From an optimization exercise on the open Yosys and OpenROAD flow, aimed at small area, a short achievable clock period and few clock cycles per item; shortcuts taken in it are not production practice. The RTL was checked by simulation tests, not by an equivalence proof against the original design.

$ cat design.v
module register_param #(
    parameter BIT_LENGTH = 2048
) (
    input clk, rst,
    input load,
    input [BIT_LENGTH - 1 : 0] parIn,
    output reg [BIT_LENGTH - 1 : 0] parOut
);
    always@(posedge clk, posedge rst) begin
        if (rst == 1)
            parOut <= 0;
        else begin
            if (load == 1)
                parOut <= parIn;
        end
    end
endmodule
module adder #(
    parameter BIT_LENGTH = 32
) (
    input signed [BIT_LENGTH - 1 : 0] in1, in2,
    input mode,  
    output signed [BIT_LENGTH - 1 : 0] out
);
    assign out = (mode == 1) ? (in1 + in2) : (in1 - in2);
endmodule
module pfx_addx #(parameter W = 30) (
    input [W-1:0] a, b,
    input p, cin,
    output [W-1:0] s
);
    localparam L = $clog2(W + 1);
    wire [W-1:0] bx = b ^ {W{p}};
    wire [W:0] g [0:L];
    wire [W:0] pp [0:L];
    assign g[0] = {a & bx, cin};
    assign pp[0] = {a ^ bx, 1'b0};
    genvar l, i;
    generate
        for (l = 0; l < L; l = l + 1) begin : lv
            for (i = 0; i <= W; i = i + 1) begin : b
                if ((i >> l) & 1) begin
                    assign g[l+1][i] = g[l][i] | (pp[l][i] & g[l][((i >> l) << l) - 1]);
                    assign pp[l+1][i] = pp[l][i] & pp[l][((i >> l) << l) - 1];
                end else begin
                    assign g[l+1][i] = g[l][i];
                    assign pp[l+1][i] = pp[l][i];
                end
            end
        end
    endgenerate
    assign s = pp[0][W:1] ^ g[L][W-1:0];
endmodule
module upCounterRE #(
    parameter BIT_LENGTH = 16
) (
    input clk, rst,
    input init_cnt, en_cnt,
    output reg [BIT_LENGTH - 1 : 0] count
);
    always @(posedge clk, posedge rst) begin
        if (rst == 1)
            count <= 0;
        else begin
            if (init_cnt == 1)
                count <= 0;
            else if (en_cnt == 1)
                count <= count + 1;
        end
    end
endmodule
module cordic_linear_DP #(
    parameter FLOAT_SIZE = 24,
    parameter INT_SIZE = 8
) (
    input clk, rst,
    input signed [INT_SIZE + FLOAT_SIZE - 1:0] x, y, z,
    input mode,
    input loadX, loadY, loadZ,loadMode,
    input sel_input, adder_mode,
    input init_cnt, en_cnt,
    output signed [INT_SIZE + FLOAT_SIZE - 1:0] x_out, y_out, z_out,
    output co, phi
);
    wire signed [INT_SIZE + FLOAT_SIZE - 1:0] y_in, z_in;
    wire signed [INT_SIZE + FLOAT_SIZE - 1:0] out_adder_y, out_adder_z;
    assign y_in = (sel_input == 1) ? y : out_adder_y; 
    assign z_in = (sel_input == 1) ? z : out_adder_z; 
    register_param #(.BIT_LENGTH(INT_SIZE + FLOAT_SIZE)) X_Reg(
        .clk(clk),
        .rst(rst),
        .load(loadX),
        .parIn(x),
        .parOut(x_out)
    );
    register_param #(.BIT_LENGTH(INT_SIZE + FLOAT_SIZE)) Y_Reg(
        .clk(clk),
        .rst(rst),
        .load(loadY),
        .parIn(y_in),
        .parOut(y_out)
    );
    register_param #(.BIT_LENGTH(INT_SIZE + FLOAT_SIZE)) Z_Reg(
        .clk(clk),
        .rst(rst),
        .load(loadZ),
        .parIn(z_in),
        .parOut(z_out)
    );
    wire mode_val;
    register_param #(.BIT_LENGTH(1)) M_Reg(
        .clk(clk),
        .rst(rst),
        .load(loadMode),
        .parIn(mode),
        .parOut(mode_val)
    );
    wire [$clog2(FLOAT_SIZE) : 0] iter;
    upCounterRE #(.BIT_LENGTH($clog2(FLOAT_SIZE) + 1)) Iter_Count(
        .clk(clk),
        .rst(rst),
        .init_cnt(init_cnt),
        .en_cnt(en_cnt),
        .count(iter)
    );
    assign co = (iter == (FLOAT_SIZE)) ? 1'b1 : 1'b0;
    wire signed [INT_SIZE + FLOAT_SIZE - 1:0] x_shift, one, one_shift;
    assign x_shift = x >>> iter;
    assign one = { {(INT_SIZE-1){1'b0}}, 1'b1, {(FLOAT_SIZE){1'b0}} }; 
    assign one_shift = one >>> iter;
    adder #(.BIT_LENGTH(INT_SIZE + FLOAT_SIZE)) Y_Adder(
        .in1(y_out),
        .in2(x_shift),
        .mode(adder_mode),
        .out(out_adder_y)
    );
    adder #(.BIT_LENGTH(INT_SIZE + FLOAT_SIZE)) Z_Adder(
        .in1(z_out),
        .in2(one_shift),
        .mode(~adder_mode),
        .out(out_adder_z)
    );
    wire phi_rotate, phi_vector; 
    assign phi_rotate = (z_out[INT_SIZE + FLOAT_SIZE - 1] == 1) ? 1'b0 : 1'b1;
    assign phi_vector = (y_out[INT_SIZE + FLOAT_SIZE - 1] == 1) ? 1'b1 : 1'b0;
    assign phi = (mode_val == 1) ? phi_vector : phi_rotate;
endmodule
module cordic_linear_CU (
    input clk, rst,
    input start,
    input co, phi,
    output reg loadX, loadY, loadZ,loadMode,
    output reg sel_input, adder_mode,
    output reg init_cnt, en_cnt,
    output reg done
);
    parameter [1:0] IDLE = 0, INIT = 1, CALC = 2, DONE = 3;
    reg [1:0] ps, ns;
    always @(ps, start, co) begin
        case (ps)
            IDLE: ns = (start == 1) ? INIT : IDLE;
            INIT: ns = (start == 1 ) ? INIT : CALC;
            CALC: ns = (co == 1) ? DONE : CALC;
            DONE: ns = IDLE;
            default: ns = IDLE;
        endcase
    end
    always @(ps, phi) begin
        loadX = 0;
        loadY = 0;
        loadZ = 0;
        loadMode = 0;
        sel_input = 0;
        adder_mode = 0;
        init_cnt = 0;
        en_cnt = 0;
        done = 0;
        case (ps)
            IDLE: ;
            INIT: begin
                init_cnt = 1;
                loadX = 1;
                loadY = 1;
                loadZ = 1;
                loadMode = 1;
                sel_input = 1;
            end
            CALC: begin
                adder_mode = phi;
                en_cnt = 1;
                sel_input = 0;
                loadY = 1;
                loadZ = 1;
            end 
            DONE: done = 1;
            default: ;
        endcase
    end
    always @(posedge clk or posedge rst) begin
        if (rst == 1)
            ps <= IDLE;
        else 
            ps <= ns;
    end
endmodule
module cordic_linear #(
    parameter FLOAT_SIZE = 24,
    parameter INT_SIZE = 8
) (
    input clk, rst,
    input start,
    input signed [INT_SIZE + FLOAT_SIZE - 1:0] x, y, z,
    input mode,
    output signed [INT_SIZE + FLOAT_SIZE - 1:0] x_out, y_out, z_out,
    output done
);
    wire loadX, loadY, loadZ, loadMode;
    wire sel_input, adder_mode;
    wire init_cnt, en_cnt;
    wire co, phi;
    cordic_linear_DP #(.FLOAT_SIZE(FLOAT_SIZE), .INT_SIZE(INT_SIZE)) DP (
        .clk(clk),
        .rst(rst),
        .x(x),
        .y(y),
        .z(z),
        .mode(mode),
        .loadX(loadX),
        .loadY(loadY),
        .loadZ(loadZ),
        .loadMode(loadMode),
        .sel_input(sel_input),
        .adder_mode(adder_mode),
        .init_cnt(init_cnt),
        .en_cnt(en_cnt),
        .x_out(x_out),
        .y_out(y_out),
        .z_out(z_out),
        .co(co),
        .phi(phi)
    );
    cordic_linear_CU CU (
        .clk(clk),
        .rst(rst),
        .start(start),
        .co(co),
        .phi(phi),
        .loadX(loadX),
        .loadY(loadY),
        .loadZ(loadZ),
        .loadMode(loadMode),
        .sel_input(sel_input),
        .adder_mode(adder_mode),
        .init_cnt(init_cnt),
        .en_cnt(en_cnt),
        .done(done)
    );
endmodule
module reciprocal_float_DP (
    input clk, rst,
    input [31:0] x,
    input loadE, loadM, loadS,
    input selE, start_cordic,
    output [31:0] out,
    output done_cordic, zero_flag
);
    wire [7:0] E_val, E_in;
    wire [7:0] out_sub, E_reg_in;
    assign E_in = x[30:23];
    register_param #(.BIT_LENGTH(8)) E_Reg(
        .clk(clk),
        .rst(rst),
        .load(loadE),
        .parIn(E_reg_in),
        .parOut(E_val)
    );
    wire [22:0] M_val, M_in;
    assign M_in = x[22:0];
    register_param #(.BIT_LENGTH(23)) M_Reg(
        .clk(clk),
        .rst(rst),
        .load(loadM),
        .parIn(M_in),
        .parOut(M_val)
    );
    wire S_val, S_in;
    assign S_in = x[31];
    register_param #(.BIT_LENGTH(1)) S_Reg(
        .clk(clk),
        .rst(rst),
        .load(loadS),
        .parIn(S_in),
        .parOut(S_val)
    );
    assign E_reg_in = (selE == 1) ? E_in : out_sub;
    wire frac_zero;
    assign frac_zero = ~(|M_val);
    wire cin;
    assign cin = (frac_zero == 1) ? 1'b1 : 1'b0;
    assign out_sub = $unsigned(8'd253) - $unsigned(E_val) + cin;
    localparam FLOAT_SIZE = 24;
    localparam INT_SIZE = 2;
    wire signed [INT_SIZE + FLOAT_SIZE - 1:0] x_in, z, y;
    assign y = { {(INT_SIZE-1){1'b0}}, 1'b1, {(FLOAT_SIZE){1'b0}} };  
    assign z = {(INT_SIZE + FLOAT_SIZE){1'b0}};  
    assign x_in = { 2'b01, M_val, 1'b0};
    wire mode;
    assign mode = 1'b1;  
    wire signed [INT_SIZE + FLOAT_SIZE - 1:0] x_out, y_out, z_out;
    cordic_linear #(.FLOAT_SIZE(FLOAT_SIZE), .INT_SIZE(INT_SIZE)) Cordic_core(
        .clk(clk),
        .rst(rst),
        .start(start_cordic),
        .x(x_in),
        .y(y),
        .z(z),
        .mode(mode),
        .x_out(x_out),
        .y_out(y_out),
        .z_out(z_out),
        .done(done_cordic)
    );
    assign out = {S_val, E_val, z_out[22:0] };
    wire exp_zero;
    assign exp_zero = ~(|E_val);
    assign zero_flag = exp_zero && frac_zero;
endmodule
module reciprocal_float_CU (
    input clk, rst,
    input start,
    input done_cordic, zero_input,
    output reg loadE, loadM, loadS,
    output reg selE, start_cordic,
    output reg done, zero_flag
);
    parameter [2:0] IDLE = 0, INIT = 1, EXP = 2, CALC = 3, ZERO = 4;
    reg [2:0] ps, ns;
    always @(ps, start, zero_input, done_cordic) begin
        case (ps)
            IDLE: ns = (start == 1) ? INIT : IDLE;
            INIT: ns = (start == 1) ? INIT : EXP;
            EXP: ns = (zero_input == 1) ? ZERO : CALC;
            CALC: ns = (done_cordic == 1) ? IDLE : CALC;
            ZERO: ns = IDLE; 
            default: ns = IDLE;
        endcase
    end
    always @(ps, done_cordic, zero_input) begin
        loadE = 0;
        loadM = 0;
        loadS = 0;
        selE = 0;
        start_cordic = 0;
        done = 0;
        zero_flag = 0;
        case (ps)
            IDLE: ;
            INIT: begin
                selE = 1;
                loadE = 1;
                loadM = 1;
                loadS = 1;
            end 
            EXP: begin
                loadE = 1;
                start_cordic = ~zero_input;  
            end
            CALC: done = done_cordic;
            ZERO: begin
                done = 1;
                zero_flag = 1;
            end
            default: ;
        endcase
    end
    always @(posedge clk or posedge rst) begin
        if (rst == 1)
            ps <= IDLE;
        else 
            ps <= ns;
    end
endmodule
module reciprocal_float(
    input clk, rst,
    input start,
    input [31:0] x,
    output [31:0] out,
    output done, zero_flag
);
    localparam NC = 23;          
    localparam W = 29;           
    reg busy, done_r, first_r;
    reg [4:0] cnt;
    reg [22:0] xm_r;             
    reg [W-1:0] r;
    reg s_r, zf_r, mz_r, p24_r;
    wire [22:0] keep;
    genvar k;
    generate
        for (k = 0; k < 23; k = k + 1) begin : dec
            assign keep[k] = ~busy | (cnt < k);
        end
    endgenerate
    wire first = first_r;
    wire [W-1:0] xm0 = {{(W-25){1'b0}}, 1'b1, xm_r, 1'b0};
    wire p0 = ~r[W-1];
    wire [W-1:1] t0;
    pfx_addx #(.W(W-1)) ad0 (.a(r[W-1:1]), .b(xm0[W-1:1]), .p(p0), .cin(p0 | first), .s(t0));
    wire [W-1:0] rn = {t0[W-2:1], r[0], p0};
    wire mz = ~(|x[22:0]);
    wire last = (cnt == NC - 1);
    wire [7:0] ex = ~x[30:23] - 8'd2 + {7'd0, mz_r};
    always @(posedge clk or posedge rst) begin
        if (rst) begin
            busy <= 1'b0;
            done_r <= 1'b0;
        end else begin
            done_r <= busy && last;
            if (!busy)
                busy <= start;
            else if (last)
                busy <= 1'b0;
        end
    end
    always @(posedge clk) begin
        first_r <= ~busy;
        cnt <= busy ? cnt + 5'd1 : 5'd0;
        if (!busy)
            r <= ~{{(W-25){1'b0}}, x[22:0], 2'b00};
        else if (first && mz_r)
            r <= {{(W-25){1'b1}}, 23'd0, 2'b11};
        else if (last)
            r <= {ex, rn[20:0]};
        else
            r <= rn;
        xm_r <= x[22:0] & keep;
        p24_r <= ~t0[W-1];
        s_r <= x[31];
        mz_r <= mz;
        zf_r <= mz & ~(|x[30:23]);
    end
    assign done = done_r;
    assign zero_flag = zf_r;
    assign out = {s_r, r[28:21], r[20:0], p24_r, 1'b1};
endmodule
$ cat flow/run.sh
#!/bin/bash
# The standard layout (standard.sh, unchanged synthesis), with repair_timing
# aiming below the clock period and smaller port buffers.
set -euo pipefail
bash standard.sh SETUP_SLACK_MARGIN=7.8 'BUFFER_PORTS_ARGS=-buffer_cell sky130_fd_sc_hd__buf_1' finish > standard_flow.log 2>&1
$ cat standard.sh
#!/bin/bash
# synth_recipe.tcl (not shown) runs the flow's synth.tcl, then flattens the netlist and writes it again
# the make line also repeats each setting of config.mk as NAME=value (left out here)
make -C /OpenROAD-flow-scripts/flow DESIGN_CONFIG=/design/flow/config.mk WORK_HOME=/design/flow/orfs CLKGATE_MAP_FILE= SYNTH_SCRIPT=/design/flow/synth_recipe.tcl "${@:-finish}"
$ cat config.mk
export PLATFORM = sky130hd
export DESIGN_NAME = reciprocal_float
export DESIGN_NICKNAME = reciprocal_float
export VERILOG_FILES = /design/flow/design.v
export SDC_FILE = /design/flow/constraint.sdc
export NUM_CORES = 4
export LEC_CHECK = 0
export CAP_MARGIN = 20
export CORE_MARGIN = 2
export CORE_UTILIZATION = 40
export SLEW_MARGIN = 20
export SYNTH_HIERARCHICAL = 1
export SYNTH_MINIMUM_KEEP_SIZE = 0
$ cat constraint.sdc
create_clock -name core_clock -period 11.0 [get_ports {clk}]
set_input_delay 2.2000 -clock core_clock [delete_from_list [all_inputs] [get_ports {clk}]]
set_output_delay 2.2000 -clock core_clock [all_outputs]
set_load 0.01 [all_outputs]
==> summary.txt, run 1 <==
Floorplanning
  – Initial Util: 41.6%
  – Die W: 99.5 um
  – Die Y-Extent: 99.5 um
  – Die area: 9900 sq um
  – Std-Cell Rows: 34
  – Number of I/O pins: 69
  – Core Area: 8760 sq um

Timing
  – Final setup vio count: 0
  – Total negative slack: 0 ns
  – Slew margin rel.: 52.2%
  – RSZ-0062 raised after global routing: false
  – Crit share post-route: 28.5%
  – Fin. Hold Viols: 0
  – Slew at the pin with the worst max-slew slack: 0.717 ns
  – PnR worst setup slack: 7.87 ns
  – FMAX: 319 MHz
  – Fin. max-slew vios: 0
  – Minimum period implied by the final worst setup slack: 3.13 ns
  – Skew final: 0.0123 ns

Setup path
  – Crit path required time: 8.80 ns
  – Crit path launch type: flop
  – CP max FO: 3
  – R2R cell count: 14
  – R2R Path Start: r[28]$_SDFF_PP1_
  – Top Family by Delay on Critical Path: flip-flops
  – Reg-to-reg endpoint: r[28]$_SDFF_PP1_
  – Setup crit end kind: output pin
  – Critical Path, Cell by Cell: buf_1
  – R2R Setup Slk: 8.03 ns
  – CP bufs+invs: 1
  – Setup CP Type: flop to output pin
  – Critical path's largest stage delay: 0.42 ns
  – Cell depth of the worst setup path: 1
  – Critical-path top delay cell: dfxtp_1
  – Worst EP arrival: 0.93 ns

Final layout
  – Layout cell share with drive strength beyond 1: 8.87%
  – Fill count: 878
  – Multi-input gate area: 2280 sq um
  – Layout Nets: 549
  – Area Overhead vs Synth: 18.0%
  – Fin area: 4300 sq um
  – Diode count: 0
  – Register area: 1290 sq um

Synthesis
  – Synth cell types: 51
  – Synth Instances: 410
  – Post-Syn Area: 3650 sq um
  – Most frequent cell after synthesis: dfxtp_1
  – Syn_area_per_cell: 8.90 sq um
  – Compound-gate portion of the synthesized area: 18.3%
  – Simple-Gate Fraction of Synth Area: 15.1%
  – Synthesis-stage register bit count: 64
  – Synth top cells by count: dfxtp_1 (62), xor2_1 (41), nand2_1 (36)
  – Largest family of logic cells by synthesized area: compound AO/OA/AOI/OAI gates
  – Commonest register cell after synthesis: dfxtp_1
  – Post-Synth XOR/XNOR Area: 13.2%
  – Synth top area share: 34.0%
  – Largest cells by area after synthesis: dfxtp_1 (34%), ha_1 (9.9%), xor2_1 (9.8%)
  – Post-synth EDFFs: 0
  – Sequential element share of the synthesized area: 35.4%
  – Synth area leader: dfxtp_1
  – YS warnings: 8
  – Adder-cell share of the synthesized area: 12.7%
  – Mux cell area share after synthesis: 0.823%
  – Post-synthesis async set-or-reset flop share: 3.13%

CTS
  – Worst-path clk slew: 0.07 ns
  – Skew-Pair Late Insertion Delay: 0.35 ns
  – Clock Path Buffers: 2
  – # hold bufs at CTS: 0
  – Htree depth: 3
  – Clock Root Buffer: clkbuf_8
  – TritonCTS Buffers: 9
  – CTS tree: done
  – Clk sink count: 64

Place
  – GPL Wtd Cong: 0.843
  – Pre-CTS setup slack: 7.46 ns
  – PortBufs: 67
  – Final HPWL DP: 6650 um
  – Area post-placement: 3970 sq um

Drt
  – DRC violations left: 0
  – 1st-iter DRT viols: 139
  – First-pass DRT Iterations: 4
  – Total number of vias: 3084
  – Final WL: 8830 um
  – Wire per inst: 14.9 um
  – Avg Vias per Cell: 5.20
  – Final ANT Viol Nets: 0

Worst hold path
  – Worst Hold Class: flop to flop
  – Hold depth: 1
  – Hold EP: r[0]$_SDFF_PP1_
  – Worst Hold Launch: r[28]$_SDFF_PP1_

Global route
  – Initial antenna violation count: 0
  – Largest net degree at the start of global routing: 33
  – Total GRT Usage: 18.8%
  – Number of global-route vias before repair: 3047
  – First-pass GRT wire length: 14600 um
  – Total grt overflow: 0

Job
  – Max-Cap Viols: 0

Run status
  – Status: complete, no violations
registers in the layout, summed over array words and instances, names as in the netlist:
signal / cells
busy: 1
cnt: 5
xm_r: 23
done_r: 1
s_r: 1
mz_r: 1
r: 29
zf_r: 1
first_r: 1
p24_r: 1
worst max path at each step:
stage / start / to / slack [ns]
final: r[16]$_DFF_P_ / out[18] / 7.87
after global routing: x[23] / r[28]$_SDFF_PP1_ / 7.81
after CTS: r[28]$_SDFF_PP1_ / out[30] / 7.79
after detailed placement: x[21] / zf_r$_DFF_P_ / 7.46
after global placement: x[21] / zf_r$_DFF_P_ / 7.44
after floorplan: r[28]$_SDFF_PP1_ / r[16]$_DFF_P_ / 7.83
final cells by class:
type / instances / share of cell area (%)
multi-input combinational: 315 / 52.9
sequential: 64 / 30.1
timing repair buffer: 75 / 7.82
clock buffer: 13 / 3.69
tap: 108 / 3.14
inverter: 15 / 1.40
clock inverter: 3 / 0.931
cell usage in the layout, fill, tap and decap left out, types with 3 or more instances in the layout:
cell	Yosys	layout
a21oi_2	3	5
mux2i_1	3	3
ha_1	29	29
a21oi_1	24	22
buf_4	4	6
nor2b_1	6	6
nand3_1	6	6
xor2_1	41	40
and3_1	3	3
inv_1	14	13
nor3_1	8	7
buf_1	4	67
nor4_1	8	7
nand4_1	3	3
fa_1	5	4
xnor2_1	14	14
a21boi_0	3	3
o22ai_1	4	3
clkbuf_8	0	11
o21a_1	15	15
o21ai_0	27	27
o21ai_1	4	4
nor2_1	24	24
and2_1	5	5
nand2_1	36	36
a21o_1	8	8
dfxtp_1	62	61
conb_1	2	6
a31oi_1	3	3
nand2b_1	4	4
layer usage:
layer / vias to the layer above / track usage (%) / wire [um]
met5: - / 0 / 0
met4: 0 / 7.59 / 159
met3: 13 / 3.09 / 344
met2: 61 / 31.1 / 4210
met1: 1461 / 24.6 / 4120
li1: 1549 / - / -
logic make-up (layout without fill, tap and decap cells):
family / after synthesis / count (layout)
buffers and inverters: 35 / 106
flip-flops: 64 / 64
adder cells (fa/ha/maj): 34 / 34
AND/OR/NAND/NOR: 112 / 112
multiplexers: 3 / 3
other: 2 / 6
AO/OA/AOI/OAI: 105 / 105
XOR/XNOR: 55 / 55
through the flow:
stage               utilization, %  hold slack (ns)  instances
detailed placement            45.3            0.433        572
global route                  49.1            0.465        593
finish                        49.1            0.449        593
CTS                           48.2            0.476        591
floorplan                        -            0.447        414
global placement              45.3            0.417        572
what timing repair did:
item                                    CTS  global route
hold endpoints to repair                  0             0
gates resized for setup                   2            13
buffers inserted                          3             2
endpoints found under the setup margin   12            15
pin swaps                                 0             6
Testbench counts, summed over its fixed seeds: cycles 40,000, items 1,600.
==> run 2: changes to the inputs <==
--- a/config.mk
+++ b/config.mk
@@ -9,5 +9,3 @@
 export CORE_MARGIN = 2
-export CORE_UTILIZATION = 40
+export CORE_UTILIZATION = 50
 export SLEW_MARGIN = 20
-export SYNTH_HIERARCHICAL = 1
-export SYNTH_MINIMUM_KEEP_SIZE = 0
==> run 2 against run 1 <==
  * Sequential share of layout area increased by 0.29 points
  * First-iteration DRC count decreased by 17%
  * Synthesized cell count decreased by 6.1%
  * Clock skew decreased by 0.0053 ns
  * Global-route usage increased by 4.5 points
  * Highest routed layer unchanged
==> summary.txt, run 2 <==
Run status
  – Status: complete, no violations

Synthesis
  – Commonest register cell after synthesis: dfxtp_1
  – Most frequent cell after synthesis: dfxtp_1
  – Synth cell types: 53
  – Synthesis-stage register bit count: 64
  – Post-synthesis async set-or-reset flop share: 3.13%
  – Synth top cells by count: dfxtp_1 (62), xnor2_1 (40), ha_1 (29), nand2_1 (29), a21oi_1 (23)
  – Post-synth EDFFs: 0
  – Synth top area share: 35.1%
  – Syn_area_per_cell: 9.19 sq um
  – Post-Syn Area: 3540 sq um
  – Synth area leader: dfxtp_1
  – Sequential element share of the synthesized area: 36.5%
  – Largest cells by area after synthesis: dfxtp_1 (35%), ha_1 (10%), xnor2_1 (9.9%)
  – Synth Instances: 385
  – YS warnings: 2

Timing
  – Final setup vio count: 0
  – Crit share post-route: 28.8%
  – Slew at the pin with the worst max-slew slack: 0.840 ns
  – Total negative slack: 0 ns
  – Skew final: 0.00701 ns
  – RSZ-0062 raised after global routing: false
  – Minimum period implied by the final worst setup slack: 3.17 ns
  – Fin. max-slew vios: 0
  – Fin. Hold Viols: 0
  – FMAX: 316 MHz
  – Slew margin rel.: 43.9%

Drt
  – Avg Vias per Cell: 5.40
  – First-pass DRT Iterations: 4
  – Final ANT Viol Nets: 0
  – Final WL: 8540 um
  – DRC violations left: 0
  – Total number of vias: 2981
  – Wire per inst: 15.5 um
  – 1st-iter DRT viols: 116

CTS
  – Skew-Pair Late Insertion Delay: 0.33 ns
  – TritonCTS Buffers: 9
  – Clk sink count: 64
  – Clock Root Buffer: clkbuf_8
  – # hold bufs at CTS: 0
  – Htree depth: 3
  – Clock Path Buffers: 2
  – CTS tree: done
  – Worst-path clk slew: 0.08 ns

Global route
  – Total GRT Usage: 23.3%
  – First-pass GRT wire length: 13800 um
  – Initial antenna violation count: 0
  – Number of global-route vias before repair: 2796
  – Largest net degree at the start of global routing: 35
  – Total grt overflow: 0

Final layout
  – Commonest non-fill, non-tap cell in the layout: buf_1
  – Diode count: 0
  – Area Overhead vs Synth: 20.4%
  – Register area: 1290 sq um
  – Layout Nets: 520
  – Post-route core utilization: 62.4%
  – Fill count: 637
  – Largest Register: r
  – Multi-input gate area: 2170 sq um
  – Layout cell share with drive strength beyond 1: 9.21%
  – Max FFs per register: 29
  – Most frequent cells in the layout: buf_1 (65), dfxtp_1 (61), xnor2_1 (40), nand2_1 (29), ha_1 (27)
  – Biggest regs: r (29), xm_r (23), cnt (5)

Setup path
  – CP bufs+invs: 2
  – Crit path launch type: flop
  – Worst EP arrival: 0.97 ns
  – Critical-path top delay cell: dfxtp_4
  – Setup CP Type: flop to output pin
  – Top Family by Delay on Critical Path: flip-flops
  – Critical path's largest stage delay: 0.37 ns
  – Crit path required time: 8.80 ns
  – Critical Path, Cell by Cell: buf_12 > buf_2
  – CP max FO: 5
  – Setup crit end kind: output pin

Floorplanning
  – Number of I/O pins: 69
  – Std-Cell Rows: 30
  – Die W: 88.1 um
  – Die Y-Extent: 88.1 um
  – Core Area: 6830 sq um
  – Initial Util: 51.8%
  – Die area: 7770 sq um

Job
  – Max-Cap Viols: 0

Place
  – PortBufs: 67
  – Final HPWL DP: 6050 um
  – GPL Wtd Cong: 0.809

Worst hold path
  – Worst Hold Class: flop to flop
[run 2: cell types whose count changed after synthesis, moves of 3 or more]
cell and delta:
xor2_1 -31, xnor2_1 +26, o21ai_0 -13, o22ai_1 +9
nand2_1 -7, clkbuf_1 +5, o21ai_1 -4, a21o_1 -3
buf_2 -3, nor2_1 -3, o221ai_1 +3
[run 2: through the flow]
step	area (sq um)	setup WS (ns)	hold WS (ns)	std cells
after floorplan	3580	7.80	0.470	385
after global placement	3890	7.48	0.412	532
after detailed placement	3890	7.45	0.428	532
after CTS	4240	7.80	0.447	552
after global routing	4260	7.80	0.458	552
final	4260	7.83	0.444	552
[run 2: repair_timing]
item | CTS | global route
buffers inserted | 3 | 0
gates cloned | 1 | 0
pin swaps | 0 | 2
endpoints found under the setup margin | 5 | 9
resized for setup | 5 | 5
hold endpoints to repair | 0 | 0
[run 2: logic make-up after synthesis]
family / share of synthesized area [%]
xor gates and xnor gates: 12.4
buffers and inverters: 3.71
AOI/OAI and AO/OA: 19.4
and+or+nand+nor: 14.5
adders and majority gates: 13.1
muxes: 0.283
other: 0.106
DFF: 36.5
[run 2: final cells by class]
cell class,count,area share (%)
Clock inverter,7,3.38
Inverter,13,1.32
Timing Repair Buffer,74,8.37
Sequential cell,64,30.4
Multi-Input combinational cell,289,50.8
Clock buffer,9,2.91
Tap cell,96,2.82
[run 2: worst paths after layout]
path	startpoint	to	slack, ns	cells after the start
max in group asynchronous	rst	busy$_DFF_PP0_	9.21	2
min	r[0]$_SDFF_PP1_	r[1]$_SDFF_PP1_	0.44	1
min in group asynchronous	rst	done_r$_DFF_PP0_	1.68	2
max	r[28]$_SDFF_PP1_	out[30]	7.83	2
min reg2reg	r[0]$_SDFF_PP1_	r[1]$_SDFF_PP1_	0.44	1
max reg2reg	r[28]$_SDFF_PP1_	r[28]$_SDFF_PP1_	7.94	12
[run 2: routing by layer]
layer / routed length [um] / vias up / global-route usage, %
met3: 344 / 8 / 5.37
met4: 97 / 0 / 6.06
met1: 4180 / 1416 / 32.0
met5: 0 / - / 0
li1: - / 1501 / -
met2: 3920 / 56 / 37.3
==> run 3: changes to the inputs <==
--- a/config.mk
+++ b/config.mk
@@ -9,3 +9,4 @@
 export CORE_MARGIN = 2
-export CORE_UTILIZATION = 50
+export CORE_UTILIZATION = 40
+export GPL_TIMING_DRIVEN = 1
 export SLEW_MARGIN = 20
==> run 3 against run 2 <==
  * First-iteration DRC count decreased by 10%
  * Utilization is 14 points lower
  * Largest cell class unchanged
  * Die area increased by 24%
  * Cell count grew 1.6%
  * Global-route usage decreased by 4.6 points
  * Design area down 1.5%
  * Via count unchanged
  * Critical path depth shrank 1
  * Still clean
==> summary.txt, run 3 <==
Synthesis
  – Synth area leader: dfxtp_1
  – Synth top area share: 35.1%
  – Post-synthesis async set-or-reset flop share: 3.13%
  – Largest cells by area after synthesis: dfxtp_1 (35%), ha_1 (10%), xnor2_1 (9.9%)
  – Synthesis-stage register bit count: 64
  – Synth top cells by count: dfxtp_1 (62), xnor2_1 (40), ha_1 (29), nand2_1 (29), a21oi_1 (23)
  – YS warnings: 2
  – Post-synth EDFFs: 0
  – Most frequent cell after synthesis: dfxtp_1
  – Synth Instances: 385
  – Syn_area_per_cell: 9.19 sq um
  – Synth cell types: 53
  – Sequential element share of the synthesized area: 36.5%
  – Commonest register cell after synthesis: dfxtp_1
  – Post-Syn Area: 3540 sq um

Global route
  – Largest net degree at the start of global routing: 35
  – Total GRT Usage: 18.8%
  – Number of global-route vias before repair: 2937
  – First-pass GRT wire length: 14300 um
  – Total grt overflow: 0
  – Initial antenna violation count: 0

CTS
  – Clk sink count: 64
  – Skew-Pair Late Insertion Delay: 0.35 ns
  – Htree depth: 3
  – TritonCTS Buffers: 9
  – Worst-path clk slew: 0.07 ns
  – Post-CTS Setup Inserts: 0
  – # hold bufs at CTS: 0
  – CTS tree: done
  – Clock Path Buffers: 2
  – Clock Root Buffer: clkbuf_8

Timing
  – Skew final: 0.00755 ns
  – Final setup vio count: 0
  – Slew at the pin with the worst max-slew slack: 0.849 ns
  – RSZ-0062 raised after global routing: false
  – Fin. Hold Viols: 0
  – Slew margin rel.: 43.3%
  – PnR worst setup slack: 7.87 ns
  – Total negative slack: 0 ns
  – Minimum period implied by the final worst setup slack: 3.13 ns
  – Crit share post-route: 28.4%
  – Fin. max-slew vios: 0
  – FMAX: 320 MHz

Final layout
  – Diode count: 0
  – Register area: 1290 sq um
  – Non-Filler Instances: 561
  – Max FFs per register: 29
  – Biggest regs: r (29), xm_r (23), cnt (5)
  – Area Overhead vs Synth: 18.6%
  – Layout Nets: 517
  – Fill count: 871
  – Most frequent cells in the layout: buf_1 (66), dfxtp_1 (61), xnor2_1 (40), nand2_1 (29), ha_1 (27)
  – Commonest non-fill, non-tap cell in the layout: buf_1
  – Post-route core utilization: 48.6%
  – Multi-input gate area: 2170 sq um
  – Largest Register: r
  – Layout cell share with drive strength beyond 1: 8.39%
  – Fin area: 4200 sq um

Drt
  – First-pass DRT Iterations: 4
  – DRC violations left: 0
  – Wire per inst: 15.9 um
  – Avg Vias per Cell: 5.31
  – Total number of vias: 2981
  – Final WL: 8900 um
  – Final ANT Viol Nets: 0
  – 1st-iter DRT viols: 104

Floorplanning
  – Std-Cell Rows: 34
  – Number of I/O pins: 69
  – Initial Util: 41.0%
  – Die W: 98.1 um
  – Core Area: 8640 sq um
  – Die area: 9610 sq um
  – Die Y-Extent: 98.1 um

Place
  – Area post-placement: 3910 sq um
  – Pre-CTS setup slack: 7.41 ns
  – Final HPWL DP: 6380 um
  – GPL Wtd Cong: 0.853
  – PortBufs: 67
  – DP Cell Count: 544

Job
  – Max-Cap Viols: 0

Setup path
  – R2R Path Start: r[28]$_SDFF_PP1_
  – CP bufs+invs: 1
  – Crit path to: out[4]
  – Crit path required time: 8.80 ns
  – R2R Setup Slk: 7.98 ns
  – CP startpoint: r[2]$_DFF_P_
  – Setup crit end kind: output pin
  – Cell depth of the worst setup path: 1
  – Crit path launch type: flop
  – Top Family by Delay on Critical Path: flip-flops
  – R2R cell count: 11
  – Critical path's largest stage delay: 0.40 ns
  – Reg-to-reg endpoint: r[15]$_DFF_P_
  – Setup CP Type: flop to output pin
  – Critical-path top delay cell: dfxtp_1
  – Critical Path, Cell by Cell: buf_1
  – CP max FO: 3
  – Worst EP arrival: 0.93 ns

Worst hold path
  – Worst Hold Class: flop to flop

Run status
  – Status: complete, no violations
run 3: cell counts after synthesis:
No cell type changed its count.
run 3: worst min-delay path by stage:
stage,from,to,slack (ns),cells past startpoint
after floorplan,cnt[0]$_SDFF_PN0_,cnt[0]$_SDFF_PN0_,0.47,1
after global placement,r[0]$_SDFF_PP1_,r[1]$_SDFF_PP1_,0.43,1
after detailed placement,r[0]$_SDFF_PP1_,r[1]$_SDFF_PP1_,0.44,1
after CTS,r[0]$_SDFF_PP1_,r[1]$_SDFF_PP1_,0.46,1
after global routing,r[0]$_SDFF_PP1_,r[1]$_SDFF_PP1_,0.48,1
final,r[0]$_SDFF_PP1_,r[1]$_SDFF_PP1_,0.45,1
run 3: kinds of logic (layout without fill, tap and decap cells):
kind of cell             count (synthesis)  count (layout)  share of synthesized area [%]
adder cells (fa/ha/maj)                 34              34                           13.1
multiplexers                             1               1                          0.283
flip-flops                              64              64                           36.5
AO/OA/AOI/OAI                          100             100                           19.4
XOR/XNOR                                50              50                           12.4
other                                    1               1                          0.106
AND/OR/NAND/NOR                        103             103                           14.5
buffers and inverters                   32             100                           3.71
run 3: routing by layer:
layer  up-vias  GRT usage, %  wire length [um]
met2        59          30.2              4150
met3        14          5.01               397
met1      1418          24.6              4190
li1       1490             -                 -
met4         0          5.98               162
met5         -             0                 0
run 3: per-stage QoR:
step	hold WS, ns
after floorplan	0.470
after global placement	0.427
after detailed placement	0.440
after CTS	0.460
after global routing	0.480
final	0.448
run 3: final cells by class:
cell class / instances / area share (%)
flip-flops and latches: 64 / 30.9
clock buffers: 13 / 3.79
well taps: 108 / 3.22
repair buffers: 71 / 7.45
multi-input cells: 289 / 51.8
inverters: 13 / 1.34
clock inverters: 3 / 1.55
run 3: timing repair:
item / 4_1_cts / 5_1_grt
pin swaps: 0 / 2
endpoints found under the setup margin: 9 / 9
gates cloned: 0 / 1
gates resized for setup: 5 / 6
==> run 4: changes to the inputs <==
--- a/config.mk
+++ b/config.mk
@@ -10,3 +10,2 @@
 export CORE_UTILIZATION = 40
-export GPL_TIMING_DRIVEN = 1
 export SLEW_MARGIN = 20
==> run 4 against run 3 <==
  * Still clean on timing, DRC and antenna
  * Fmax stayed put
  * Clock-buffer cell count stayed put
  * Hold slack stayed put
  * Non-clock buffer count stayed put
  * Critical path depth stayed put
  * Sequential share of layout area stayed put
  * Flip-flop and latch count stayed put
  * First-iteration DRC count stayed put
  * Utilization stayed put
  * Highest routed layer unchanged
==> summary.txt, run 4 <==
Run status
  – Status: complete, no violations

CTS
  – Htree depth: 3
  – Clk sink count: 64
  – Post-CTS Setup Inserts: 0
  – CTS tree: done
  – Skew-Pair Late Insertion Delay: 0.35 ns
  – Clock Path Buffers: 2
  – TritonCTS Buffers: 9
  – # hold bufs at CTS: 0
  – Worst-path clk slew: 0.07 ns
  – Clock Root Buffer: clkbuf_8

Timing
  – RSZ-0062 raised after global routing: false
  – Final setup vio count: 0
  – Crit share post-route: 28.4%
  – Skew final: 0.00755 ns
  – Slew margin rel.: 43.3%
  – Total negative slack: 0 ns
  – Fin. Hold Viols: 0
  – FMAX: 320 MHz
  – Fin. max-slew vios: 0
  – Slew at the pin with the worst max-slew slack: 0.849 ns
  – Minimum period implied by the final worst setup slack: 3.13 ns

Worst hold path
  – Hold depth: 1
  – Worst Hold Class: flop to flop

Setup path
  – Critical Path, Cell by Cell: buf_1
  – Critical path's largest stage delay: 0.40 ns
  – Worst EP arrival: 0.93 ns
  – Crit path required time: 8.80 ns
  – Top Family by Delay on Critical Path: flip-flops
  – Cell depth of the worst setup path: 1
  – R2R Setup Slk: 7.98 ns
  – Setup CP Type: flop to output pin
  – Critical-path top delay cell: dfxtp_1
  – CP max FO: 3
  – CP bufs+invs: 1
  – R2R cell count: 11
  – Setup crit end kind: output pin
  – Crit path launch type: flop

Floorplanning
  – Die Y-Extent: 98.1 um
  – Die area: 9610 sq um
  – Std-Cell Rows: 34
  – Die W: 98.1 um
  – Number of I/O pins: 69
  – Core Area: 8640 sq um
  – Initial Util: 41.0%

Final layout
  – Fill count: 871
  – Max FFs per register: 29
  – Largest Register: r
  – Diode count: 0
  – Biggest regs: r (29), xm_r (23), cnt (5)
  – Commonest non-fill, non-tap cell in the layout: buf_1
  – Multi-input gate area: 2170 sq um
  – Post-route core utilization: 48.6%
  – Layout Nets: 517
  – Most frequent cells in the layout: buf_1 (66), dfxtp_1 (61), xnor2_1 (40), nand2_1 (29), ha_1 (27)
  – Register area: 1290 sq um
  – Layout cell share with drive strength beyond 1: 8.39%
  – Area Overhead vs Synth: 18.6%

Global route
  – Total grt overflow: 0
  – Initial antenna violation count: 0
  – Total GRT Usage: 18.8%
  – Number of global-route vias before repair: 2937
  – Largest net degree at the start of global routing: 35
  – First-pass GRT wire length: 14300 um

Synthesis
  – Synthesis-stage register bit count: 64
  – Largest cells by area after synthesis: dfxtp_1 (35%), ha_1 (10%), xnor2_1 (9.9%)
  – Synth top area share: 35.1%
  – Post-synthesis async set-or-reset flop share: 3.13%
  – Sequential element share of the synthesized area: 36.5%
  – Commonest register cell after synthesis: dfxtp_1
  – Synth cell types: 53
  – Synth top cells by count: dfxtp_1 (62), xnor2_1 (40), ha_1 (29), nand2_1 (29), a21oi_1 (23)
  – Post-synth EDFFs: 0
  – Syn_area_per_cell: 9.19 sq um
  – Most frequent cell after synthesis: dfxtp_1
  – YS warnings: 2
  – Synth area leader: dfxtp_1
  – Synth Instances: 385
  – Post-Syn Area: 3540 sq um

Drt
  – Final ANT Viol Nets: 0
  – M1 WL: 4190 um
  – Final WL: 8900 um
  – 1st-iter DRT viols: 104
  – Met2 wire length: 4150 um
  – Top sig layer: met4
  – DRC violations left: 0
  – WL met3: 397 um
  – Total number of vias: 2981
  – Wire per inst: 15.9 um
  – First-pass DRT Iterations: 4
  – Avg Vias per Cell: 5.31

Job
  – Max-Cap Viols: 0

Place
  – PortBufs: 67
  – GPL Wtd Cong: 0.853
  – Final HPWL DP: 6380 um
run 4: per-stage QoR:
stage | worst slack, ns | std cells | hold WS, ns | instance area (sq um)
floorplan | 7.80 | 385 | 0.470 | 3580
global placement | 7.46 | 544 | 0.427 | 3910
detailed placement | 7.41 | 544 | 0.440 | 3910
CTS | 7.80 | 560 | 0.460 | 4150
global route | 7.81 | 561 | 0.480 | 4200
finish | 7.87 | 561 | 0.448 | 4200
run 4: per-layer routing:
layer	vias up	GRT usage, %
met5	-	0
met4	0	5.98
met3	14	5.01
met2	59	30.2
met1	1418	24.6
li1	1490	-
run 4: final cells by class:
| cell class | instances | area share, % |
|---|---|---|
| clock inverters | 3 | 1.55 |
| clock buffers | 13 | 3.79 |
| inverters | 13 | 1.34 |
| well taps | 108 | 3.22 |
| repair buffers | 71 | 7.45 |
| multi-input cells | 289 | 51.8 |
| flip-flops and latches | 64 | 30.9 |
run 4: cell families after synthesis:
family                     count (synthesis)  synth area share, %
DFF                                       64                 36.5
muxes                                      1                0.283
adders and majority gates                 34                 13.1
AOI/OAI and AO/OA                        100                 19.4
other                                      1                0.106
xor gates and xnor gates                  50                 12.4
and+or+nand+nor                          103                 14.5
buffers and inverters                     32                 3.71
run 4: path summary, 6_finish.rpt:
check | start | end
min in group asynchronous | rst | busy$_DFF_PP0_
worst min-delay path | r[0]$_SDFF_PP1_ | r[1]$_SDFF_PP1_
worst max-delay path | r[2]$_DFF_P_ | out[4]
max in group asynchronous | rst | done_r$_DFF_PP0_
worst max register to register | r[28]$_SDFF_PP1_ | r[15]$_DFF_P_
worst min register to register | r[0]$_SDFF_PP1_ | r[1]$_SDFF_PP1_
run 4: what timing repair did:
item	CTS	global route
pin swaps	0	2
endpoints found under the setup margin	9	9
gates cloned	0	1
gates resized for setup	5	6
==> run 5: changes to the inputs <==
--- a/config.mk
+++ b/config.mk
@@ -10,2 +10,4 @@
 export CORE_UTILIZATION = 40
+export CTS_BUF_LIST = sky130_fd_sc_hd__clkbuf_4
+export CTS_CLUSTER_SIZE = 10
 export SLEW_MARGIN = 20
==> run 5 against run 4 <==
  * Synthesized cell count is the same
  * Critical path depth is the same
  * Register-to-register slack lost 0.05 ns
  * Critical endpoint is now out[9]
  * Critical path type unchanged
  * Highest routed layer unchanged
  * Worst setup slack lost 0.012 ns
  * Hold slack gained 0.013 ns
==> summary.txt, run 5 <==
Run status
  – Status: complete, no violations

Drt
  – Final WL: 8600 um
  – DRC violations left: 0
  – Total number of vias: 2993
  – Avg Vias per Cell: 5.34
  – Wire per inst: 15.4 um
  – First-pass DRT Iterations: 4
  – 1st-iter DRT viols: 112
  – Final ANT Viol Nets: 0

Synthesis
  – Synth top cells by count: dfxtp_1 (62), xnor2_1 (40), ha_1 (29), nand2_1 (29), a21oi_1 (23)
  – Synth Instances: 385
  – Post-synthesis async set-or-reset flop share: 3.13%
  – Largest cells by area after synthesis: dfxtp_1 (35%), ha_1 (10%), xnor2_1 (9.9%)
  – Most frequent cell after synthesis: dfxtp_1
  – Post-synth EDFFs: 0
  – Syn_area_per_cell: 9.19 sq um
  – Synth cell types: 53
  – Synthesis-stage register bit count: 64
  – Synth area leader: dfxtp_1
  – Synth top area share: 35.1%
  – YS warnings: 2
  – Post-Syn Area: 3540 sq um
  – Sequential element share of the synthesized area: 36.5%
  – Commonest register cell after synthesis: dfxtp_1

Floorplanning
  – Die W: 98.1 um
  – Die Y-Extent: 98.1 um
  – Number of I/O pins: 69
  – Die area: 9610 sq um
  – Initial Util: 41.0%
  – Core Area: 8640 sq um
  – Std-Cell Rows: 34

Final layout
  – Register area: 1300 sq um
  – Area Overhead vs Synth: 16.2%
  – Post-route core utilization: 47.6%
  – Layout cell share with drive strength beyond 1: 11.1%
  – Most frequent cells in the layout: dfxtp_1 (56), buf_1 (56), xnor2_1 (40), nand2_1 (29), ha_1 (27)
  – Max FFs per register: 29
  – Multi-input gate area: 2170 sq um
  – Largest Register: r
  – Fill count: 883
  – Diode count: 0
  – Layout Nets: 516
  – Biggest regs: r (29), xm_r (23), cnt (5)

Global route
  – Number of global-route vias before repair: 2890
  – Initial antenna violation count: 0
  – Total grt overflow: 0
  – Largest net degree at the start of global routing: 35
  – First-pass GRT wire length: 14100 um
  – Total GRT Usage: 18.5%

Place
  – Pre-CTS setup slack: 7.41 ns
  – GPL Wtd Cong: 0.853
  – PortBufs: 67
  – Final HPWL DP: 6380 um

Timing
  – Fin. Hold Viols: 0
  – Skew final: 0.0177 ns
  – Total negative slack: 0 ns
  – Hold_ws: 0.461 ns
  – RSZ-0062 raised after global routing: true
  – Fin. max-slew vios: 0
  – Final setup vio count: 0
  – FMAX: 319 MHz
  – PnR worst setup slack: 7.86 ns
  – Crit share post-route: 28.5%
  – Slew at the pin with the worst max-slew slack: 0.822 ns
  – Minimum period implied by the final worst setup slack: 3.14 ns
  – Slew margin rel.: 45.1%

Setup path
  – CP max FO: 2
  – Critical Path, Cell by Cell: buf_1
  – Setup crit end kind: output pin
  – R2R cell count: 11
  – Crit path required time: 8.80 ns
  – Worst EP arrival: 0.94 ns
  – Crit path launch type: flop
  – Setup CP Type: flop to output pin
  – Critical-path top delay cell: dfxtp_1
  – Top Family by Delay on Critical Path: flip-flops
  – CP bufs+invs: 1
  – Cell depth of the worst setup path: 1
  – Critical path's largest stage delay: 0.37 ns

CTS
  – Skew-Pair Late Insertion Delay: 0.42 ns
  – Post-CTS Setup Inserts: 0
  – Htree depth: 3
  – Clk sink count: 64
  – Worst-path clk slew: 0.12 ns
  – CTS tree: done
  – TritonCTS Buffers: 9
  – # hold bufs at CTS: 0
  – Clock Root Buffer: clkbuf_4
  – Clock Path Buffers: 2

Worst hold path
  – Hold depth: 1
  – Worst Hold Class: flop to flop

Job
  – Max-Cap Viols: 0
==> run 5: final timing paths <==
check                                 start               end  slack [ns]
max in group asynchronous               rst  done_r$_DFF_PP0_        9.32
max                            r[7]$_DFF_P_            out[9]        7.86
min                         r[0]$_SDFF_PP1_   r[1]$_SDFF_PP1_        0.46
min reg2reg                 r[0]$_SDFF_PP1_   r[1]$_SDFF_PP1_        0.46
max reg2reg                r[28]$_SDFF_PP1_     r[15]$_DFF_P_        7.93
min in group asynchronous               rst    busy$_DFF_PP0_        1.58
==> run 5: per-layer routing <==
metal | global-route usage (%) | vias up | share of wire (%)
met2 | 29.6 | 70 | 47
met4 | 5.34 | 0 | 1.8
met1 | 24.4 | 1414 | 47
met5 | 0 | - | 0
met3 | 5.23 | 15 | 4.6
li1 | - | 1494 | -
==> run 5: area by class of cell <==
cell class	instances	area share, %
Multi-Input combinational cell	289	52.7
Timing Repair Buffer	70	7.18
Inverter	13	1.37
Clock inverter	5	1.77
Tap cell	108	3.29
Sequential cell	64	31.7
Clock buffer	11	2.01
==> run 5: cells by family (layout without fill, tap and decap cells) <==
logic type | after synthesis | in the layout | share of synthesized area, %
AOI/OAI and AO/OA | 100 | 100 | 19.4
xor gates and xnor gates | 50 | 50 | 12.4
adders and majority gates | 34 | 34 | 13.1
buffers and inverters | 32 | 99 | 3.71
DFF | 64 | 64 | 36.5
muxes | 1 | 1 | 0.283
other | 1 | 1 | 0.106
and+or+nand+nor | 103 | 103 | 14.5
==> run 5: timing repair <==
item	4_1_cts	5_1_grt
endpoints found under the setup margin	12	20
pin swaps	0	1
gates resized for setup	7	17
hold endpoints to repair	0	0
==> run 5: worst register-to-register path, cell delays in order, from the launching register on <==
cell,delay [ns]
dfxtp_4,0.39
buf_8,0.25
xnor2_1,0.14
fa_1,0.48
a211oi_2,0.27
o211ai_1,0.17
a31oi_1,0.20
nor2b_1,0.08
o211a_1,0.26
o21a_1,0.20
or3_1,0.30
a31o_2,0.24
==> run 5: through the flow <==
stage | cell area [sq um] | std cells
floorplan | 3580 | 385
global placement | 3910 | 544
detailed placement | 3910 | 544
CTS | 4080 | 560
global route | 4110 | 560
finish | 4110 | 560
==> run 6: changes to the inputs <==
--- a/config.mk
+++ b/config.mk
@@ -11,3 +11,3 @@
 export CTS_BUF_LIST = sky130_fd_sc_hd__clkbuf_4
-export CTS_CLUSTER_SIZE = 10
+export CTS_CLUSTER_DIAMETER = 40
 export SLEW_MARGIN = 20
==> run 6 against run 5 <==
  * Non-clock buffer count did not move
  * First-iteration DRC count unchanged
  * Still clean on timing, DRC and antenna
  * Worst setup slack stayed put
  * Die area is the same
  * Synthesized cell count stayed put
  * Via count stayed put
==> summary.txt, run 6 <==
Setup path
  – Cell depth of the worst setup path: 1
  – Reg-to-reg endpoint: r[15]$_DFF_P_
  – R2R Setup Slk: 7.93 ns
  – CP startpoint: r[7]$_DFF_P_
  – Setup crit end kind: output pin
  – R2R Path Start: r[28]$_SDFF_PP1_
  – Crit path required time: 8.80 ns
  – R2R cell count: 11
  – Setup CP Type: flop to output pin
  – Critical path's largest stage delay: 0.37 ns
  – Worst EP arrival: 0.94 ns
  – Crit path to: out[9]
  – Critical-path top delay cell: dfxtp_1
  – CP max FO: 2
  – Crit path launch type: flop
  – Top Family by Delay on Critical Path: flip-flops
  – CP bufs+invs: 1
  – Critical Path, Cell by Cell: buf_1

Drt
  – Final ANT Viol Nets: 0
  – DRC violations left: 0
  – First-pass DRT Iterations: 4
  – Final WL: 8600 um
  – Avg Vias per Cell: 5.34
  – Wire per inst: 15.4 um
  – Total number of vias: 2993
  – 1st-iter DRT viols: 112

Global route
  – Number of global-route vias before repair: 2890
  – Largest net degree at the start of global routing: 35
  – First-pass GRT wire length: 14100 um
  – Total GRT Usage: 18.5%
  – Total grt overflow: 0
  – Initial antenna violation count: 0

Synthesis
  – Commonest register cell after synthesis: dfxtp_1
  – Post-synth EDFFs: 0
  – Largest cells by area after synthesis: dfxtp_1 (35%), ha_1 (10%), xnor2_1 (9.9%)
  – Syn_area_per_cell: 9.19 sq um
  – Post-Syn Area: 3540 sq um
  – Sequential element share of the synthesized area: 36.5%
  – Post-synthesis async set-or-reset flop share: 3.13%
  – Synth top area share: 35.1%
  – Synth top cells by count: dfxtp_1 (62), xnor2_1 (40), ha_1 (29), nand2_1 (29), a21oi_1 (23)
  – Synth cell types: 53
  – YS warnings: 2
  – Synthesis-stage register bit count: 64
  – Synth area leader: dfxtp_1
  – Most frequent cell after synthesis: dfxtp_1
  – Synth Instances: 385

Place
  – PortBufs: 67
  – GPL Wtd Cong: 0.853
  – Final HPWL DP: 6380 um
  – Pre-CTS setup slack: 7.41 ns

Timing
  – Minimum period implied by the final worst setup slack: 3.14 ns
  – Slew margin rel.: 45.1%
  – Total negative slack: 0 ns
  – Skew final: 0.0177 ns
  – Slew at the pin with the worst max-slew slack: 0.822 ns
  – RSZ-0062 raised after global routing: true
  – FMAX: 319 MHz
  – Crit share post-route: 28.5%
  – Fin. Hold Viols: 0
  – PnR worst setup slack: 7.86 ns
  – Final setup vio count: 0
  – Fin. max-slew vios: 0

Floorplanning
  – Die Y-Extent: 98.1 um
  – Std-Cell Rows: 34
  – Die W: 98.1 um
  – Initial Util: 41.0%
  – Number of I/O pins: 69
  – Die area: 9610 sq um
  – Core Area: 8640 sq um

CTS
  – Clock Path Buffers: 2
  – Skew-Pair Late Insertion Delay: 0.42 ns
  – TritonCTS Buffers: 9
  – Htree depth: 3
  – CTS tree: done
  – Worst-path clk slew: 0.12 ns
  – Clk sink count: 64
  – Clock Root Buffer: clkbuf_4
  – Post-CTS Setup Inserts: 0
  – # hold bufs at CTS: 0

Final layout
  – Layout Nets: 516
  – Largest Register: r
  – Biggest regs: r (29), xm_r (23), cnt (5)
  – Post-route core utilization: 47.6%
  – Most frequent cells in the layout: dfxtp_1 (56), buf_1 (56), xnor2_1 (40), nand2_1 (29), ha_1 (27)
  – Diode count: 0
  – Max FFs per register: 29
  – Layout cell share with drive strength beyond 1: 11.1%
  – Area Overhead vs Synth: 16.2%

Run status
  – Status: complete, no violations

Worst hold path
  – Worst Hold Class: flop to flop

Job
  – Max-Cap Viols: 0
[run 6: worst min-delay path by stage]
stage                            from                end  slack (ns)  cells past startpoint
CTS                   r[0]$_SDFF_PP1_    r[1]$_SDFF_PP1_        0.47                      1
global placement      r[0]$_SDFF_PP1_    r[1]$_SDFF_PP1_        0.43                      1
finish                r[0]$_SDFF_PP1_    r[1]$_SDFF_PP1_        0.46                      1
floorplan           cnt[0]$_SDFF_PN0_  cnt[0]$_SDFF_PN0_        0.47                      1
detailed placement    r[0]$_SDFF_PP1_    r[1]$_SDFF_PP1_        0.44                      1
global route          r[0]$_SDFF_PP1_    r[1]$_SDFF_PP1_        0.50                      1
[run 6: cell type report]
cell class	instances	area, sq um
fillers	883	4520
flip-flops and latches	64	1300
well taps	108	135
clock inverters	5	72.6
inverters	13	56.3
repair buffers	70	295
clock buffers	11	82.6
multi-input cells	289	2170
[run 6: cells by family after synthesis]
logic type	synth area share [%]
other cells	0.106
fa+ha+maj	13.1
flops	36.5
buf+inv	3.71
simple gates	14.5
compound gates	19.4
xor+xnor	12.4
mux	0.283
[run 6: per-stage QoR]
step | cells | hold slack (ns) | cell area (sq um)
after CTS | 560 | 0.473 | 4080
after floorplan | 385 | 0.470 | 3580
after global routing | 560 | 0.501 | 4110
after global placement | 544 | 0.427 | 3910
after detailed placement | 544 | 0.440 | 3910
final | 560 | 0.461 | 4110
[run 6: per-layer routing]
metal | part of all wire, % | global-route usage (%) | wire length (um) | up-vias
met3 | 4.6 | 5.23 | 397 | 15
met1 | 47 | 24.4 | 4030 | 1414
met5 | 0 | 0 | 0 | -
li1 | - | - | - | 1494
met2 | 47 | 29.6 | 4020 | 70
met4 | 1.8 | 5.34 | 152 | 0
[run 6: what timing repair did]
action	in CTS	in global routing
pin swaps	0	1
setup endpoints to repair	12	20
resized for setup	7	17
gates cloned	0	0
==> run 7: changes to the inputs <==
--- a/config.mk
+++ b/config.mk
@@ -10,4 +10,3 @@
 export CORE_UTILIZATION = 40
-export CTS_BUF_LIST = sky130_fd_sc_hd__clkbuf_4
-export CTS_CLUSTER_DIAMETER = 40
+export CTS_BUF_LIST = sky130_fd_sc_hd__clkbuf_2 sky130_fd_sc_hd__clkbuf_4
 export SLEW_MARGIN = 20
==> run 7 against run 6 <==
  * Still clean
  * Global-route usage stayed put
  * Worst setup slack unchanged
  * Sequential share of layout area unchanged
==> summary.txt, run 7 <==
Run status
  – Status: complete, no violations

Setup path
  – Critical-path top delay cell: dfxtp_1
  – CP max FO: 2
  – Crit path launch type: flop
  – Top Family by Delay on Critical Path: flip-flops
  – Setup CP Type: flop to output pin
  – R2R cell count: 11
  – CP bufs+invs: 1
  – R2R Path Start: r[28]$_SDFF_PP1_
  – Setup crit end kind: output pin
  – Crit path required time: 8.80 ns
  – Worst EP arrival: 0.94 ns
  – Critical path's largest stage delay: 0.37 ns
  – Critical Path, Cell by Cell: buf_1
  – R2R Setup Slk: 7.93 ns
  – Reg-to-reg endpoint: r[15]$_DFF_P_

Floorplanning
  – Die area: 9610 sq um
  – Std-Cell Rows: 34
  – Die W: 98.1 um
  – Number of I/O pins: 69
  – Core Area: 8640 sq um
  – Initial Util: 41.0%
  – Die Y-Extent: 98.1 um

Worst hold path
  – Worst Hold Class: flop to flop
  – Hold EP: r[1]$_SDFF_PP1_
  – Hold depth: 1
  – Worst Hold Launch: r[0]$_SDFF_PP1_

CTS
  – CTS tree: done
  – Clock Root Buffer: clkbuf_4
  – Post-CTS Setup Inserts: 0
  – TritonCTS Buffers: 9
  – Htree depth: 3
  – Clk sink count: 64
  – Worst-path clk slew: 0.12 ns
  – Skew-Pair Late Insertion Delay: 0.42 ns
  – # hold bufs at CTS: 0
  – Clock Path Buffers: 2

Timing
  – Fin. Hold Viols: 0
  – Crit share post-route: 28.5%
  – Total negative slack: 0 ns
  – Slew margin rel.: 45.1%
  – Fin. max-slew vios: 0
  – Slew at the pin with the worst max-slew slack: 0.822 ns
  – RSZ-0062 raised after global routing: true
  – Minimum period implied by the final worst setup slack: 3.14 ns
  – Final setup vio count: 0
  – FMAX: 319 MHz
  – Hold_ws: 0.461 ns
  – Skew final: 0.0177 ns

Synthesis
  – Compound-gate portion of the synthesized area: 19.4%
  – Synth cell types: 53
  – Synth top area share: 35.1%
  – Post-Synth XOR/XNOR Area: 12.4%
  – Synth top cells by count: dfxtp_1 (62), xnor2_1 (40), ha_1 (29), nand2_1 (29), a21oi_1 (23)
  – Commonest register cell after synthesis: dfxtp_1
  – Synth Instances: 385
  – Largest family of logic cells by synthesized area: compound AO/OA/AOI/OAI gates
  – Mux cell area share after synthesis: 0.283%
  – Largest cells by area after synthesis: dfxtp_1 (35%), ha_1 (10%), xnor2_1 (9.9%)
  – Syn_area_per_cell: 9.19 sq um
  – YS warnings: 2
  – Post-Syn Area: 3540 sq um
  – Synthesis-stage register bit count: 64
  – Simple-Gate Fraction of Synth Area: 14.5%
  – Synth area leader: dfxtp_1
  – Post-synth EDFFs: 0
  – Post-synthesis async set-or-reset flop share: 3.13%
  – Most frequent cell after synthesis: dfxtp_1
  – Adder-cell share of the synthesized area: 13.1%
  – Sequential element share of the synthesized area: 36.5%

Drt
  – Total number of vias: 2993
  – M1 WL: 4030 um
  – Wire per inst: 15.4 um
  – Top sig layer: met4
  – DRC violations left: 0
  – Final WL: 8600 um
  – Met2 wire length: 4020 um
  – First-pass DRT Iterations: 4
  – Final ANT Viol Nets: 0
  – WL met3: 397 um
  – Avg Vias per Cell: 5.34
  – 1st-iter DRT viols: 112

Final layout
  – Biggest regs: r (29), xm_r (23), cnt (5)
  – Layout cell share with drive strength beyond 1: 11.1%
  – Area Overhead vs Synth: 16.2%
  – Fill count: 883
  – Diode count: 0
  – Multi-input gate area: 2170 sq um
  – Register area: 1300 sq um
  – Most frequent cells in the layout: dfxtp_1 (56), buf_1 (56), xnor2_1 (40), nand2_1 (29), ha_1 (27)
  – Max FFs per register: 29
  – Largest Register: r
  – Layout Nets: 516

Global route
  – First-pass GRT wire length: 14100 um
  – Total GRT Usage: 18.5%
  – Largest net degree at the start of global routing: 35
  – Total grt overflow: 0
  – Initial antenna violation count: 0
  – Number of global-route vias before repair: 2890

Place
  – GPL Wtd Cong: 0.853
  – PortBufs: 67
  – Final HPWL DP: 6380 um

Job
  – Max-Cap Viols: 0
==> run 7: cell counts in the layout (fill, tap and decap cells not counted) <==
No cell type changed its count.
==> run 7: timing repair <==
action,in CTS,in global routing
pin swaps,0,1
gates resized for setup,7,17
setup endpoints to repair,12,20
==> run 7: how the worst max path moves through the flow <==
stage | from | to | slack, ns | depth (start not counted)
after CTS | r[4]$_DFF_P_ | out[6] | 7.80 | 1
after floorplan | x[23] | r[28]$_SDFF_PP1_ | 7.80 | 8
after global routing | x[23] | r[28]$_SDFF_PP1_ | 7.75 | 9
after detailed placement | x[23] | r[28]$_SDFF_PP1_ | 7.41 | 9
after global placement | x[23] | r[28]$_SDFF_PP1_ | 7.46 | 9
final | r[7]$_DFF_P_ | out[9] | 7.86 | 1
==> run 7: cells by family after synthesis <==
group,Yosys count
AND/OR/NAND/NOR,103
AO/OA/AOI/OAI,100
flip-flops,64
XOR/XNOR,50
adder cells (fa/ha/maj),34
buffers and inverters,32
other,1
multiplexers,1
==> run 7: layer usage <==
metal,vias to the layer above,GRT usage [%]
met4,0,5.34
li1,1494,-
met3,15,5.23
met5,-,0
met1,1414,24.4
met2,70,29.6
==> run 7: per-stage QoR <==
step                      instances  setup WS, ns  util (%)  instance area [sq um]
after detailed placement        544          7.41      45.2                   3910
after global placement          544          7.46      45.2                   3910
after CTS                       560          7.80      47.2                   4080
final                           560          7.86      47.6                   4110
after global routing            560          7.75      47.6                   4110
after floorplan                 385          7.80         -                   3580
==> run 7: cell type report <==
type,count,area share (%)
clock buffers,11,2.01
multi-input cells,289,52.7
well taps,108,3.29
inverters,13,1.37
flip-flops and latches,64,31.7
clock inverters,5,1.77
repair buffers,70,7.18

-- afterwards: timing with drivers on the ports --
In the flow no input, the clock included, has a driving cell. The finished layouts below were timed again as built, in two steps. Step 1, drivers: a clkbuf_16 drives clk and a buf_2 each remaining input, both assumed. Step 2 times the ports against the registers' clock, not the clock port: input delays grow and output delays shrink by t, the midpoint of the rising clock arrivals with the driver on. Slacks: no drivers / after step 1 / after step 2; pairs: no drivers / after step 1.
| run | shift t [ns] | setup slack, ns | latest minus earliest clock arrival (ns) | worst register clock-pin slew, ns |
|---|---|---|---|---|
| run 1 | 0.377 | 7.868 / 7.835 / 7.572 | 0.012 / 0.013 | 0.08 / 0.08 |
| run 2 | 0.363 | 7.833 / 7.801 / 7.544 | 0.007 / 0.007 | 0.08 / 0.08 |
| run 3 | 0.379 | 7.872 / 7.842 / 7.546 | 0.007 / 0.007 | 0.07 / 0.07 |
| run 4 | 0.379 | 7.872 / 7.842 / 7.546 | 0.007 / 0.007 | 0.07 / 0.07 |
| run 5 | 0.436 | 7.860 / 7.832 / 7.437 | 0.018 / 0.017 | 0.12 / 0.12 |
| run 6 | 0.436 | 7.860 / 7.832 / 7.437 | 0.018 / 0.017 | 0.12 / 0.12 |
| run 7 | 0.436 | 7.860 / 7.832 / 7.437 | 0.018 / 0.017 | 0.12 / 0.12 |
After both steps every run listed still meets setup and hold.
